This is an optimization exercise on Yosys and OpenROAD, whose aim is small area, not a production implementation.
No functional check of the RTL was part of any run shown here.
Power and IR drop assume default switching activity.

==> flow/design.v (outline; a module is shown in full before it is edited, if it fits) <==
// module cpx_multiply: 80 lines
// module cmul: 655 lines
// module sig_gen: 46 lines
// module sin_cos: 157 lines
// module freq_shift: 78 lines
module freq_shift
  (input                clk,
   input                rst,
   input                m_axis_tvalid,
   input [11:0]         freq_step,
   input                freq_step_valid,
   input                neg_shift,
   input signed [11:0]  xi,
   input signed [11:0]  xq,
   output               s_axis_tready,
   input                m_axis_tready,
   output signed [11:0] i,
   output signed [11:0] q,
   output               s_axis_tvalid);
  // ...
==> flow/flow/run.sh <==
#!/bin/bash
# Own layout flow: the standard layout (standard.sh), with two changes to
# synthesis.  The design is synthesised by the standard script with Yosys's
# early "abc -fast" pass skipped (synth -noabc), so that extract_fa finds the
# full adders of the RTL's adder trees as written, and ORFS's final ABC
# mapping uses the area-only script flow/area.abc.  The registers are then
# checked against the standard synthesis and given its instance names; if
# they differ in any way, the standard netlist is used unchanged.  Each
# tool's output goes to a log file in the work folder.
set -uo pipefail
W=$(pwd)
R=$W/orfs/results/$FLOW_PLATFORM/freq_shift/base
OWN=$W/orfs_own/results/$FLOW_PLATFORM/freq_shift/base

bash standard.sh synth > std_synth.log 2>&1 || { echo "standard synthesis failed"; exit 1; }
cp "$R/1_2_yosys.v" ref_1_2_yosys.v

# 2. the same synthesis scripts, without the early abc pass and with the
#    area-only ABC script
sed "s#^source \$::env(SCRIPTS_DIR)/synth_preamble.tcl#&\nset abc_args [lreplace \$abc_args 1 1 $W/flow/area.abc]#" \
    "$FLOW_HOME/scripts/synth.tcl" > own_synth_main.tcl
sed -e 's/yosys synth -nofsm -noshare /yosys synth -nofsm -noshare -noabc /' \
    -e "s#^source \$::env(SCRIPTS_DIR)/synth.tcl#source $W/own_synth_main.tcl#" \
    synth_recipe.tcl > own_synth.tcl
if grep -q -- '-noabc' own_synth.tcl && grep -q own_synth_main own_synth.tcl &&
   grep -q 'flow/area.abc' own_synth_main.tcl &&
   make -C "$FLOW_HOME" DESIGN_CONFIG="$W/config.mk" WORK_HOME="$W/orfs_own" CLKGATE_MAP_FILE= \
        SYNTH_SCRIPT="$W/own_synth.tcl" synth > own_synth.log 2>&1 &&
   python3 flow/match_regs.py ref_1_2_yosys.v "$OWN/1_2_yosys.v" own_1_2_yosys.v > match_regs.log 2>&1
then
  echo "using the own synthesis"
  cp own_1_2_yosys.v "$R/1_2_yosys.v"
  rm -f "$R/1_synth.odb" "$R/1_synth.sdc"
else
  echo "own synthesis not used; keeping the standard netlist"
fi

# 3. the rest of the standard layout
bash standard.sh > std_layout.log 2>&1 || { echo "layout failed"; exit 1; }
test -f out/final.def
==> flow/flow/area.abc <==
strash
dch -f
amap
topo
stime -c
==> flow/flow/match_regs.py <==
#!/usr/bin/env python3
"""match_regs.py REF.v MINE.v OUT.v

Gives the flip-flops of netlist MINE the instance names that the same
registers have in the reference netlist REF (the standard synthesis).  A
register is identified by its instance name without Yosys's cell-type
suffix ($_DFFE_PP_ and the like).  Exits non-zero, writing nothing, unless
both netlists have the same registers in the same cell types.
"""
import re
import sys

DECL = re.compile(r'^(\s*)sky130_fd_sc_hd__(\w+)\s+(\\\S+|[A-Za-z_]\w*)(\s*\()', re.M)
FLOP = re.compile(r'^(s?e?df\w+)_\d+$')


def flops(text):
    out = {}
    for m in DECL.finditer(text):
        typ, name = m.group(2), m.group(3)
        fm = FLOP.match(typ)
        if not fm:
            continue
        base = name.split('$_')[0]
        if base in out:
            sys.exit('duplicate register base name %s' % base)
        out[base] = (fm.group(1), name)
    return out


ref_text = open(sys.argv[1]).read()
my_text = open(sys.argv[2]).read()
ref = flops(ref_text)
mine = flops(my_text)
print('registers: reference %d, own synthesis %d' % (len(ref), len(mine)))
if set(ref) != set(mine):
    print('only in reference:', sorted(set(ref) - set(mine))[:20])
    print('only in own synthesis:', sorted(set(mine) - set(ref))[:20])
    sys.exit(1)
bad = [b for b in ref if ref[b][0] != mine[b][0]]
if bad:
    print('cell types differ:', [(b, ref[b][0], mine[b][0]) for b in bad[:20]])
    sys.exit(1)
rename = {mine[b][1]: ref[b][1] for b in ref if mine[b][1] != ref[b][1]}
print('renamed %d registers' % len(rename))


def sub(m):
    name = m.group(3)
    if name in rename:
        return '%ssky130_fd_sc_hd__%s %s%s' % (m.group(1), m.group(2), rename[name], m.group(4))
    return m.group(0)


new_text = DECL.sub(sub, my_text)
check = flops(new_text)
assert {b: v for b, v in check.items()} == ref, 'renaming failed'
open(sys.argv[3], 'w').write(new_text)
==> flow/standard.sh <==
#!/bin/bash
# synth_recipe.tcl (not shown) runs the flow's synth.tcl, then flattens the netlist and writes it again
# the make line also repeats each setting of config.mk as NAME=value (left out here)
make -C /OpenROAD-flow-scripts/flow DESIGN_CONFIG=/design/flow/config.mk WORK_HOME=/design/flow/orfs CLKGATE_MAP_FILE= SYNTH_SCRIPT=/design/flow/synth_recipe.tcl "${@:-finish}"
==> flow/config.mk <==
export PLATFORM = sky130hd
export DESIGN_NAME = freq_shift
export DESIGN_NICKNAME = freq_shift
export VERILOG_FILES = /design/flow/design.v
export SDC_FILE = /design/flow/constraint.sdc
export NUM_CORES = 4
export LEC_CHECK = 0
export ABC_AREA = 1
export CAP_MARGIN = 0
export CORE_MARGIN = 2
export CORE_UTILIZATION = 40
export CTS_BUF_LIST = sky130_fd_sc_hd__clkbuf_16
export CTS_CLUSTER_DIAMETER = 100
export CTS_CLUSTER_SIZE = 30
export SLEW_MARGIN = 0
==> flow/constraint.sdc <==
create_clock -name core_clock -period 6.0 [get_ports {clk}]
set_input_delay 1.2000 -clock core_clock [delete_from_list [all_inputs] [get_ports {clk}]]
set_output_delay 1.2000 -clock core_clock [all_outputs]
set_load 0.01 [all_outputs]
==> metrics.md, run 1 <==
| Metric | Value |
|---|---|
| CTS root buf | `clkbuf_16` |
| CP endpoint | `freq_mult.sb[11]` |
| Area of the multi-input gates | `9640 µm²` |
| CP peak stage delay | `470 ps` |
| Post-CTS Resized | `3` |
| Worst vdd rail ir drop | `0.000224 V` |
| Tot Pwr | `5.34 mW` |
| Top Consumer | `combinational cells` |
| FP Rows | `74` |
| Total track usage | `0.214` |
| Gr ovfl total | `0` |
| Commonest non-fill, non-tap cell in the layout | `o21ai_0` |
| Clock-pin slew on the worst setup and hold paths | `100 ps` |
| Signal buffers share of area | `0.0538` |
| Reg-to-Reg Start | `freq_mult.sa_qc` |
| Post-CTS Setup Bufs | `0` |
| Layout cell share with drive strength beyond 1 | `0.0455` |
| Warnings from Yosys | `4` |
| R2r setup slk | `220 ps` |
| Outcome | `no timing/DRC/antenna violations` |
| Syn Area/Cell | `9.70 µm²` |
| Nonclk buf count | `110` |
| Routed WL | `44700 µm` |
| CP most frequent cell | `fa_1` |
| End point of the worst hold path | `freq_mult.sc[5]` |
| Utilization after layout | `0.459` |
| Area of the core | `40600 µm²` |
| H-tree lvl count | `1` |
| Vias in the first global route | `13500` |
==> run 2, diff against run 1 <==
--- a/flow/config.mk
+++ b/flow/config.mk
@@ -6,10 +6,10 @@
 export NUM_CORES = 4
 export LEC_CHECK = 0
 export ABC_AREA = 1
-export CAP_MARGIN = 0
+export CAP_MARGIN = 20
 export CORE_MARGIN = 2
-export CORE_UTILIZATION = 40
+export CORE_UTILIZATION = 60
 export CTS_BUF_LIST = sky130_fd_sc_hd__clkbuf_16
 export CTS_CLUSTER_DIAMETER = 100
 export CTS_CLUSTER_SIZE = 30
-export SLEW_MARGIN = 0
+export SLEW_MARGIN = 20
==> run 2 against run 1 <==
Net effect: cell count decreased by 8.2%; die area decreased by 33%; sequential share of layout area increased by 0.54 points; sequential power about the same; clock power decreased by 13%; critical endpoint unchanged; synthesized area unchanged; utilization increased by 22 points; worst setup slack improved by 31 ps; global-route usage increased by 9.6 points.
==> metrics.md, run 2 <==
| Metric | Value |
|---|---|
| DR pass1 iterations | `6 (was 5)` |
| Utilization after layout | `0.682 (was 0.459)` |
| Total track usage | `0.311 (was 0.214)` |
| Via density | `6.37 (was 5.76)` |
| Worst-path fanout max | `2 (unchanged)` |
| Syn Area/Cell | `9.70 µm² (unchanged)` |
| Worst Path Required | `6250 ps (was 6260 ps)` |
| HP Start | `freq_mult.sb[1] (was freq_mult.sb[5])` |
| Initial core utilization | `0.610 (was 0.403)` |
| CTS root buf | `clkbuf_16 (unchanged)` |
| H-tree lvl count | `1 (unchanged)` |
| Fin. Hold Viols | `0 (unchanged)` |
| Detail Placement HPWL | `30900 µm (was 31200 µm)` |
| ANT cells | `0 (unchanged)` |
| Crit path max-delay cell type | `fa_1 (unchanged)` |
| Nets | `2088 (was 2086)` |
| Clk buf depth | `3 (unchanged)` |
| Routed Antenna Nets | `0 (unchanged)` |
| Total I/O pin count | `68 (unchanged)` |
| Worst Max-Slew Pin Slew | `1020 ps (about the same)` |
| Cell Chain, Critical Path | `fa_2, fa_2, fa_1, fa_2, fa_2, fa_2, fa_1, fa_2, fa_2, fa_1, fa_1, nor2_1, a21oi_1, nor2_1, a21oi_1 (was fa_1, fa_1, fa_1, fa_2, fa_1, fa_2, fa_2, fa_1, fa_1, fa_2, fa_1, nor2_1, a21oi_1, nor2_1, a21oi_1)` |
| Horiz. Die Dim | `169 µm (was 206 µm)` |
| Post-Syn Instances | `1690 (unchanged)` |
| Clock sink count | `212 (unchanged)` |
| Most frequent cells in the layout | `o21ai_0, o22ai_1, nand2_1 (unchanged)` |
| Final Slew Violations | `0 (unchanged)` |
| Number of remaining DRC errors | `0 (unchanged)` |
| # hold bufs at CTS | `0 (unchanged)` |
| Register area | `6100 µm² (about the same)` |
| End point of the worst hold path | `freq_mult.sc[1] (was freq_mult.sc[5])` |
| Initial antenna violation count | `0 (unchanged)` |
| RSZ-0062 raised after global routing | `false (unchanged)` |
| WP data arrival | `6000 ps (was 6050 ps)` |
| Fillers | `2090 (was 3811)` |
| Met3 usage | `0.0560 (was 0.0306)` |
| Reg-to-Reg Start | `freq_mult.sa_qc (unchanged)` |
| Max frequency | `174 MHz (was 173 MHz)` |
| Outcome | `no timing/DRC/antenna violations (unchanged)` |
| Reg2reg path depth | `15 (unchanged)` |
| First-pass GRT wire length | `70400 µm (was 71500 µm)` |
| Total CTS buffers | `12 (was 14)` |
| Worst vdd rail ir drop | `0.000187 V (was 0.000224 V)` |
| R2r endpoint | `freq_mult.sb[11] (unchanged)` |
| Tmin final | `5750 ps (was 5780 ps)` |
| Commonest non-fill, non-tap cell in the layout | `o21ai_0 (unchanged)` |
| LEAKAGE | `6.35 nW (was 6.39 nW)` |
| Warnings from Yosys | `4 (unchanged)` |
| MaxCap Viol Count | `0 (unchanged)` |
| Non-Filler Cell Area, Final | `18300 µm² (was 18600 µm²)` |
| Power Density | `284 nW/µm² (was 286 nW/µm²)` |
| Final TNS setup | `0 ps (unchanged)` |
| Worst Setup Start Kind | `flip-flop (unchanged)` |
| Met2 usage | `0.511 (was 0.364)` |
| Area of the multi-input gates | `9650 µm² (was 9640 µm²)` |
| Clock-pin slew on the worst setup and hold paths | `110 ps (was 100 ps)` |
| Syn nets | `1960 (unchanged)` |
| FP Rows | `60 (was 74)` |
| Clock Latency Late Sink | `500 ps (was 510 ps)` |
| R2r setup slk | `250 ps (was 220 ps)` |
| Die height | `169 µm (was 206 µm)` |
| Gr busiest metal | `met2 (unchanged)` |
| CTS tree | `yes (unchanged)` |
| Final worst-path cycle share | `0.958 (was 0.963)` |
| Setup CP Type | `reg -> reg (unchanged)` |
| Area after DPL | `17900 µm² (was 18100 µm²)` |
| Min-delay worst type | `reg -> reg (unchanged)` |
| Vias | `13800 (was 13600)` |
| GR met1 Demand/Resource | `0.408 (was 0.275)` |
| Initial drt markers | `1371 (was 1145)` |
| Routed WL | `43600 µm (was 44700 µm)` |
| Layout cell share with drive strength beyond 1 | `0.0483 (was 0.0455)` |
| Final setup vio count | `0 (unchanged)` |
| CP peak stage delay | `470 ps (about the same)` |
| Placer Congestion | `0.949 (was 0.868)` |
| CP most frequent cell | `fa_2 (was fa_1)` |
| WHS Path Cells | `0 (unchanged)` |
| Max_slew headroom | `0.318 (was 0.317)` |
| Synth Cell Area | `16400 µm² (unchanged)` |
| Gr ovfl total | `0 (unchanged)` |
| Critical Path End Type | `flip-flop (unchanged)` |
| Die area | `28600 µm² (was 42600 µm²)` |
| Hold_ws | `427 ps (about the same)` |
| Avg WL per Cell | `20.2 µm (was 19.0 µm)` |
| Area grow syn2layout | `11.9% (was 13.8%)` |
| Top Family by Delay on Critical Path | `adder cells (unchanged)` |
| Top Registers | `freq_mult.sb x24, freq_mult.sc x24, freq_mult.sd x24 (unchanged)` |
| Clk_skew | `24.1 ps (was 29.8 ps)` |
| Buf/Inv on CP | `0 (unchanged)` |
| Number of port buffers | `67 (unchanged)` |
| Largest net degree at the start of global routing | `58 (was 54)` |
| Area of the core | `26900 µm² (was 40600 µm²)` |
| Vias in the first global route | `13700 (was 13500)` |
## run 2: where the power goes
part / internal, mW / switching [mW]
clock network: 0.459 / 0.497
logic: 1.01 / 1.37
registers: 1.83 / 0.0451
## run 2: layer usage
metal	wire (µm)	up-vias
met1	17400	6409
met3	4010	166
met4	1780	0
met5	0	-
li1	-	6464
met2	20400	747
## run 2: final cells by class
type	count	area share
clock buffer	13	0.0177
clock inverter	5	0.00518
inverter	190	0.0389
multi-input combinational	1288	0.526
sequential	212	0.332
tap	341	0.0233
timing repair buffer	114	0.0563
## run 2: per-stage QoR
step,setup slack (ps),instances,total power [mW]
6_report,250,2163,5.21
5_1_grt,43.8,2163,5.60
4_1_cts,49.7,2162,5.21
3_5_place_dp,-183,2144,4.26
3_3_place_gp,-106,2144,4.14
2_1_floorplan,78.9,1690,3.57
## run 2: repair_timing
action	CTS	global route
cloned	0	0
gates resized for setup	7	7
endpoints found under the setup margin	2	2
pin swaps	0	0
buffers inserted	0	0
## run 2: how the worst max path moves through the flow
stage | slack [ps] | end | depth (start not counted) | from
finish | 250 | freq_mult.sb[11] | 15 | freq_mult.sa_qc
global route | 40 | freq_mult.sb[23] | 15 | freq_mult.sa_ic
CTS | 50 | freq_mult.sb[23] | 15 | freq_mult.sa_ic
detailed placement | -180 | freq_mult.sb[11] | 15 | freq_mult.sa_qc
global placement | -110 | freq_mult.sb[11] | 15 | freq_mult.sa_qc
floorplan | 80 | freq_mult.sa_ic | 11 | sine_neg_buff

==> what the ideal ports hide <==
The flow's constraints put no driver on any port. The routed layouts listed below were extracted and timed again, unchanged, in two steps. Step 1 (the two cells are an assumption about what drives the block):
set clk [get_ports {clk}]
set_driving_cell -lib_cell sky130_fd_sc_hd__clkbuf_16 $clk
set_driving_cell -lib_cell sky130_fd_sc_hd__buf_2 [delete_from_list [all_inputs] $clk]
Step 2 also shifts input and output timing later by t, the mid clock arrival at the registers, as if the neighbouring blocks saw the same clock. Slacks: ideal ports / drivers / drivers and shift; pairs: ideal ports / drivers.
run | t (ns) | setup slack, ns | worst hold slack (ns) | worst data-port slew with drivers (ns) | pins driven straight from the clock port
run 1 | 0.551 | 0.219 / 0.219 / 0.219 | 0.427 / 0.427 / 0.427 | 0.04 | 1
run 2 | 0.538 | 0.250 / 0.250 / 0.250 | 0.427 / 0.427 / 0.427 | 0.05 | 1
After both steps setup and hold are still met in every run listed.
